Background: an optimization exercise with open tools, aiming at small area. Do not read the settings as production practice.
In this exercise RTL edits were held to simulation tests only and were not proved equivalent to the original.
Power figures rest on the tool's default switching activity, not on a simulated workload.

==> flow/design.v (excerpt) <==
module events_to_apb (
  input   logic         clk,
  input   logic         reset,
  input   logic         event_a_i,
  input   logic         event_b_i,
  input   logic         event_c_i,
  output  logic         apb_psel_o,
  output  logic         apb_penable_o,
  output  logic [31:0]  apb_paddr_o,
  output  logic         apb_pwrite_o,
  output  logic [31:0]  apb_pwdata_o,
  input   logic         apb_pready_i
);
clock: 5.0 ns
lec_check: 0
cap_margin: 20
core_margin: 2
core_utilization: 40
slew_margin: 20
standard.sh (not shown) runs the stock make flow with config.mk's settings and CLKGATE_MAP_FILE= SYNTH_SCRIPT=/design/flow/synth_recipe.tcl, a recipe that flattens the netlist after the stock synthesis.
==> flow/flow/run.sh <==
#!/bin/bash
# Layout flow: the standard ORFS flow with
#  - synthesis through synth_recipe.tcl with an area-oriented ABC script,
#  - sky130_fd_sc_hd__buf_1 as the port buffer cell,
#  - a clock tree built from clkbuf_4 cells, without dummy load cells.
# Each tool's log stays in orfs/logs/; make's own output goes to flow_make.log.
set -euo pipefail
W=$(pwd)
export OWN_WORK="$W"
export OWN_ABC_SCRIPT="$W/flow/abc_area.script"
export BUFFER_PORTS_ARGS="-buffer_cell sky130_fd_sc_hd__buf_1"
export CTS_ARGS="-sink_clustering_enable -repair_clock_nets -dont_use_dummy_load -buf_list {sky130_fd_sc_hd__clkbuf_4} -root_buf sky130_fd_sc_hd__clkbuf_4 -sink_clustering_size 30 -sink_clustering_max_diameter 100"
export SKIP_REPAIR_TIE_FANOUT=1
bash standard.sh SYNTH_SCRIPT="$W/flow/own_synth.tcl" finish > "$W/flow_make.log" 2>&1
==> flow/flow/abc_area.script <==
&get -n
&st
&syn2
&dch -f
&nf -R 1000
&put
topo
==> flow/flow/own_synth.tcl <==
# The standard synthesis (synth_recipe.tcl, unchanged), except that the
# ABC mapping step reads an area-oriented ABC script. Flip-flops are mapped
# before ABC runs, so the registers are the standard synthesis's.
proc abc {args} {
  set i [lsearch -exact $args -script]
  if {$i >= 0} {
    set args [lreplace $args [expr {$i + 1}] [expr {$i + 1}] $::env(OWN_ABC_SCRIPT)]
  }
  yosys abc {*}$args
}
source $::env(OWN_WORK)/synth_recipe.tcl
Then changed:
--- a/flow/flow/run.sh
+++ b/flow/flow/run.sh
@@ -12,3 +12,3 @@
 export CTS_ARGS="-sink_clustering_enable -repair_clock_nets -dont_use_dummy_load -buf_list {sky130_fd_sc_hd__clkbuf_4} -root_buf sky130_fd_sc_hd__clkbuf_4 -sink_clustering_size 30 -sink_clustering_max_diameter 100"
 export SKIP_REPAIR_TIE_FANOUT=1
-bash standard.sh SYNTH_SCRIPT="$W/flow/own_synth.tcl" finish > "$W/flow_make.log" 2>&1
+bash standard.sh SYNTH_SCRIPT="$W/flow/own_synth.tcl" ADDER_MAP_FILE= finish > "$W/flow_make.log" 2>&1
--- a/flow/config.mk
+++ b/flow/config.mk
@@ -8,4 +8,4 @@
 export CAP_MARGIN = 20
 export CORE_MARGIN = 2
-export CORE_UTILIZATION = 40
+export CORE_UTILIZATION = 65
 export SLEW_MARGIN = 20
Die area falls by 41%; sequential power falls by about 2%; register-to-register slack gets better by 1.3 ns; clock-buffer cell count stays the same; design area came out lower by 8.7%; utilization rises by 25 points; hold slack degrades by 0.011 ns; sequential share of layout area climbs by 4.2 points; combinational power stays flat.
Then changed:
--- a/flow/flow/run.sh
+++ b/flow/flow/run.sh
@@ -11,4 +11,3 @@
 export BUFFER_PORTS_ARGS="-buffer_cell sky130_fd_sc_hd__buf_1"
 export CTS_ARGS="-sink_clustering_enable -repair_clock_nets -dont_use_dummy_load -buf_list {sky130_fd_sc_hd__clkbuf_4} -root_buf sky130_fd_sc_hd__clkbuf_4 -sink_clustering_size 30 -sink_clustering_max_diameter 100"
-export SKIP_REPAIR_TIE_FANOUT=1
-bash standard.sh SYNTH_SCRIPT="$W/flow/own_synth.tcl" ADDER_MAP_FILE= finish > "$W/flow_make.log" 2>&1
+bash standard.sh SYNTH_SCRIPT="$W/flow/own_synth.tcl" finish > "$W/flow_make.log" 2>&1
--- a/flow/config.mk
+++ b/flow/config.mk
@@ -8,4 +8,4 @@
 export CAP_MARGIN = 20
 export CORE_MARGIN = 2
-export CORE_UTILIZATION = 65
+export CORE_UTILIZATION = 40
 export SLEW_MARGIN = 20
Register-to-register slack degrades by 1.2 ns.
Wire length drops by 2.7%.
Final area went up by 13%.
Hold slack improved by 0.015 ns.
Critical path depth grows by 8.
Sequential share of layout area falls by 5.6 points.
Combinational power is about the same.
Worst setup slack got worse by 0.79 ns.

---

The RTL this note starts from:
==> flow/design.v <==
module events_to_apb (
  input   logic         clk,
  input   logic         reset,
  input   logic         event_a_i,
  input   logic         event_b_i,
  input   logic         event_c_i,
  output  logic         apb_psel_o,
  output  logic         apb_penable_o,
  output  logic [31:0]  apb_paddr_o,
  output  logic         apb_pwrite_o,
  output  logic [31:0]  apb_pwdata_o,
  input   logic         apb_pready_i
);
  localparam CNT_W = 16;
  logic [1:0] src_q;
  logic acc_q;
  logic a_pending, b_pending, c_pending;
  localparam logic [CNT_W-1:0] INV = 16'hAAAA;
  logic [CNT_W-1:0] a_q, b_q, c_q;
  wire  [CNT_W-1:0] a_events = a_q ^ INV;
  wire  [CNT_W-1:0] b_events = b_q ^ INV;
  wire  [CNT_W-1:0] c_events = c_q ^ INV;
  logic [CNT_W-1:0] wdata;
  wire busy  = src_q[1] | src_q[0];
  wire sa = src_q[1] & src_q[0];
  wire sb = ~src_q[1] & src_q[0];
  wire sc = src_q[1] & ~src_q[0];
  wire idle  = ~busy;
  wire take_a = event_a_i;
  wire take_b = ~event_a_i & event_b_i;
  wire take_c = ~event_a_i & ~event_b_i & event_c_i;
  wire any_ev = event_a_i | event_b_i | event_c_i;
  wire tr_a = take_a | (~any_ev & a_pending);
  wire tr_b = take_b | (~any_ev & ~a_pending & b_pending);
  wire tr_c = take_c | (~any_ev & ~a_pending & ~b_pending & c_pending);
  wire set_a = sa & ~acc_q;
  wire set_b = sb & ~acc_q;
  wire set_c = sc & ~acc_q;
  wire za = reset | set_a;
  wire zb = reset | set_b;
  wire zc = reset | set_c;
  wire ia = ~reset & take_a;
  wire ib = ~reset & take_b;
  wire ic = ~reset & take_c;
  logic [CNT_W:0] ca, cb, cc;   
  logic [CNT_W-1:0] na, nb, nc;
  assign na[0] = za ? ia : (a_q[0] ^ ia);
  assign nb[0] = zb ? ib : (b_q[0] ^ ib);
  assign nc[0] = zc ? ic : (c_q[0] ^ ic);
  assign ca[1] = ~(ia & a_q[0]);
  assign cb[1] = ~(ib & b_q[0]);
  assign cc[1] = ~(ic & c_q[0]);
  for (genvar k = 1; k < CNT_W; k++) begin : g_bit
    if (k % 2 == 1) begin : g_odd
      count_bit_inv ua (.q(a_q[k]), .cin_n(ca[k]), .z(za), .d(na[k]), .cout(ca[k+1]));
      count_bit_inv ub (.q(b_q[k]), .cin_n(cb[k]), .z(zb), .d(nb[k]), .cout(cb[k+1]));
      count_bit_inv uc (.q(c_q[k]), .cin_n(cc[k]), .z(zc), .d(nc[k]), .cout(cc[k+1]));
    end else begin : g_even
      count_bit ua (.q(a_q[k]), .cin(ca[k]), .z(za), .d(na[k]), .cout_n(ca[k+1]));
      count_bit ub (.q(b_q[k]), .cin(cb[k]), .z(zb), .d(nb[k]), .cout_n(cb[k+1]));
      count_bit uc (.q(c_q[k]), .cin(cc[k]), .z(zc), .d(nc[k]), .cout_n(cc[k+1]));
    end
  end
  wire la    = ~reset & set_a;
  wire lb    = ~reset & set_b;
  wire lc    = ~reset & set_c;
  wire hold  = ~reset & ~(set_a | set_b | set_c);
  wire [CNT_W-1:0] nw = ({CNT_W{la}} & a_events) | ({CNT_W{lb}} & b_events) |
                        ({CNT_W{lc}} & c_events) | ({CNT_W{hold}} & wdata);
  always_ff @(posedge clk) begin
    a_q <= na;
    b_q <= nb;
    c_q <= nc;
    wdata    <= nw;
  end
  wire done = acc_q & apb_pready_i;
  always_ff @(posedge clk) begin
    if (reset) begin
      src_q <= 2'b00;
      acc_q <= 1'b0;
    end else if (idle) begin
      src_q <= tr_a ? 2'b11 : tr_b ? 2'b01 : tr_c ? 2'b10 : 2'b00;
    end else if (done) begin
      src_q <= 2'b00;
      acc_q <= 1'b0;
    end else begin
      acc_q <= 1'b1;
    end
  end
  always_ff @(posedge clk) begin
    if (reset) begin
      a_pending <= 1'b0;
      b_pending <= 1'b0;
      c_pending <= 1'b0;
    end else begin
      a_pending <= (a_pending & ~set_a) | (busy & take_a);
      b_pending <= (b_pending & ~set_b) | (busy & take_b);
      c_pending <= (c_pending & ~set_c) | (busy & take_c);
    end
  end
  assign apb_psel_o    = busy;
  assign apb_penable_o = acc_q;
  assign apb_pwrite_o  = acc_q;
  assign apb_pwdata_o  = {{(32-CNT_W){1'b0}}, wdata};
  always_comb begin
    if (!acc_q)
      apb_paddr_o = 32'h0;
    else if (sa)
      apb_paddr_o = 32'habba0000;
    else if (sb)
      apb_paddr_o = 32'hbaff0000;
    else
      apb_paddr_o = 32'hcafe0000;
  end
endmodule
module count_bit (
  input  logic q,
  input  logic cin,
  input  logic z,
  output logic d,
  output logic cout_n
);
  assign cout_n = ~(cin & q);
  assign d      = ~(z | ~((q | cin) & cout_n));
endmodule
module count_bit_inv (
  input  logic q,
  input  logic cin_n,
  input  logic z,
  output logic d,
  output logic cout
);
  assign cout = ~(cin_n | q);
  assign d    = (q & cin_n) | cout | z;
endmodule
clock: 5.0 ns
lec_check: 0
cap_margin: 20
core_margin: 2
core_utilization: 90
slew_margin: 20
==> flow/flow/run.sh <==
#!/bin/bash
# Layout flow: the standard ORFS flow (standard.sh) with
#  - synthesis through synth_recipe.tcl, keeping the (combinational) count
#    bit-slice modules apart until after mapping, mapping them by hand
#    (flow/count_cells.v) and the rest with an area-oriented ABC script,
#    without yosys's full/half-adder extraction (ADDER_MAP_FILE empty);
#  - sky130_fd_sc_hd__buf_1 as the port buffer cell;
#  - a clock tree of clkbuf_4 cells, without dummy load cells;
#  - one tie cell for the constant outputs (no tie fanout repair).
# Each tool's log stays in orfs/logs/; make's own output goes to flow_make.log.
set -euo pipefail
W=$(pwd)
export OWN_WORK="$W"
export OWN_ABC_SCRIPT="$W/flow/abc_area.script"
export BUFFER_PORTS_ARGS="-buffer_cell sky130_fd_sc_hd__buf_1"
export CTS_ARGS="-sink_clustering_enable -repair_clock_nets -dont_use_dummy_load -buf_list {sky130_fd_sc_hd__clkbuf_4} -root_buf sky130_fd_sc_hd__clkbuf_4 -sink_clustering_size 30 -sink_clustering_max_diameter 100"
export SKIP_REPAIR_TIE_FANOUT=1
bash standard.sh SYNTH_SCRIPT="$W/flow/own_synth.tcl" ADDER_MAP_FILE= \
  SYNTH_HIERARCHICAL=1 SYNTH_MINIMUM_KEEP_SIZE=0 finish > "$W/flow_make.log" 2>&1
Other scripts of this flow, unchanged in this note and not shown: flow/flow/abc_area.script, flow/flow/count_cells.v, flow/flow/own_synth.tcl
The baseline did not get past 3_1_place_gp_skip_io with GPL-0301.
Change:
Settings changed: CORE_UTILIZATION 90 to 85.
Result:
- With this change the flow finished with timing, DRC and antenna clean
- synthesized area is unchanged
- synthesized cell count is unchanged
Change:
Settings changed: CORE_UTILIZATION 85 to 75.
Result:
- The changed run passed the timing, DRC and antenna checks
- clock skew fell by 0.013 ns
- setup slack is better by 0.0072 ns
- worst hold slack is better by 0.0034 ns
- synthesized cell count is unchanged
- die area rose by 12%
- sequential share of layout area fell by 0.13 points
- via count fell by 6.2%
- design area barely changes
- area after synthesis stays the same
- global-route usage fell by 5.5 points
Change:
--- a/flow/flow/run.sh
+++ b/flow/flow/run.sh
@@ -17,0 +18 @@
+export REMOVE_ABC_BUFFERS=1
Settings changed: GPL_TIMING_DRIVEN set to 0.
Effect: Sequential share of layout area stays flat; final cell count is unchanged; utilization hardly moves; final area is about the same; synthesized area stays the same; sequential power hardly moves; wire length decreases by 1.7%.

-- static timing again, ports no longer ideal --
No port has a modelled driver above. Below, the same layouts with a new extraction and two added sets of constraints. Step 1 assumes that a clkbuf_16 drives the clock port and a buf_2 every other input. Step 2 also shifts input and output timing later by t, the mid clock arrival at the registers, as if the neighbouring blocks saw the same clock. Slacks: no drivers / after step 1 / after step 2; pairs: no drivers / after step 1.
| run | shift t [ns] | setup slack, ns | worst setup path at the end | latest minus earliest clock arrival (ns) | pins driven straight from the clock port |
|---|---|---|---|---|---|
| the first run of note 1 | 0.405 | 0.897 / 0.905 / 0.500 | input to register | 0.031 / 0.031 | 1 |
| the second run of note 1 | 0.430 | 1.484 / 1.493 / 1.063 | input to register | 0.026 / 0.026 | 1 |
| the third run of note 1 | 0.418 | 0.690 / 0.690 / 0.272 | input to register | 0.023 / 0.022 | 1 |
| the second run of note 2 | 0.427 | 1.021 / 1.023 / 0.596 | input to register | 0.033 / 0.033 | 1 |
| the third run of note 2 | 0.409 | 1.028 / 1.031 / 0.621 | input to register | 0.021 / 0.021 | 1 |
| the fourth run of note 2 | 0.410 | 0.922 / 0.927 / 0.517 | input to register | 0.027 / 0.027 | 1 |
After both steps every run listed still meets setup and hold. The setup slack of the second run of note 2, which loses most, moves by +0.002 ns with the drivers and by -0.425 ns with both steps.
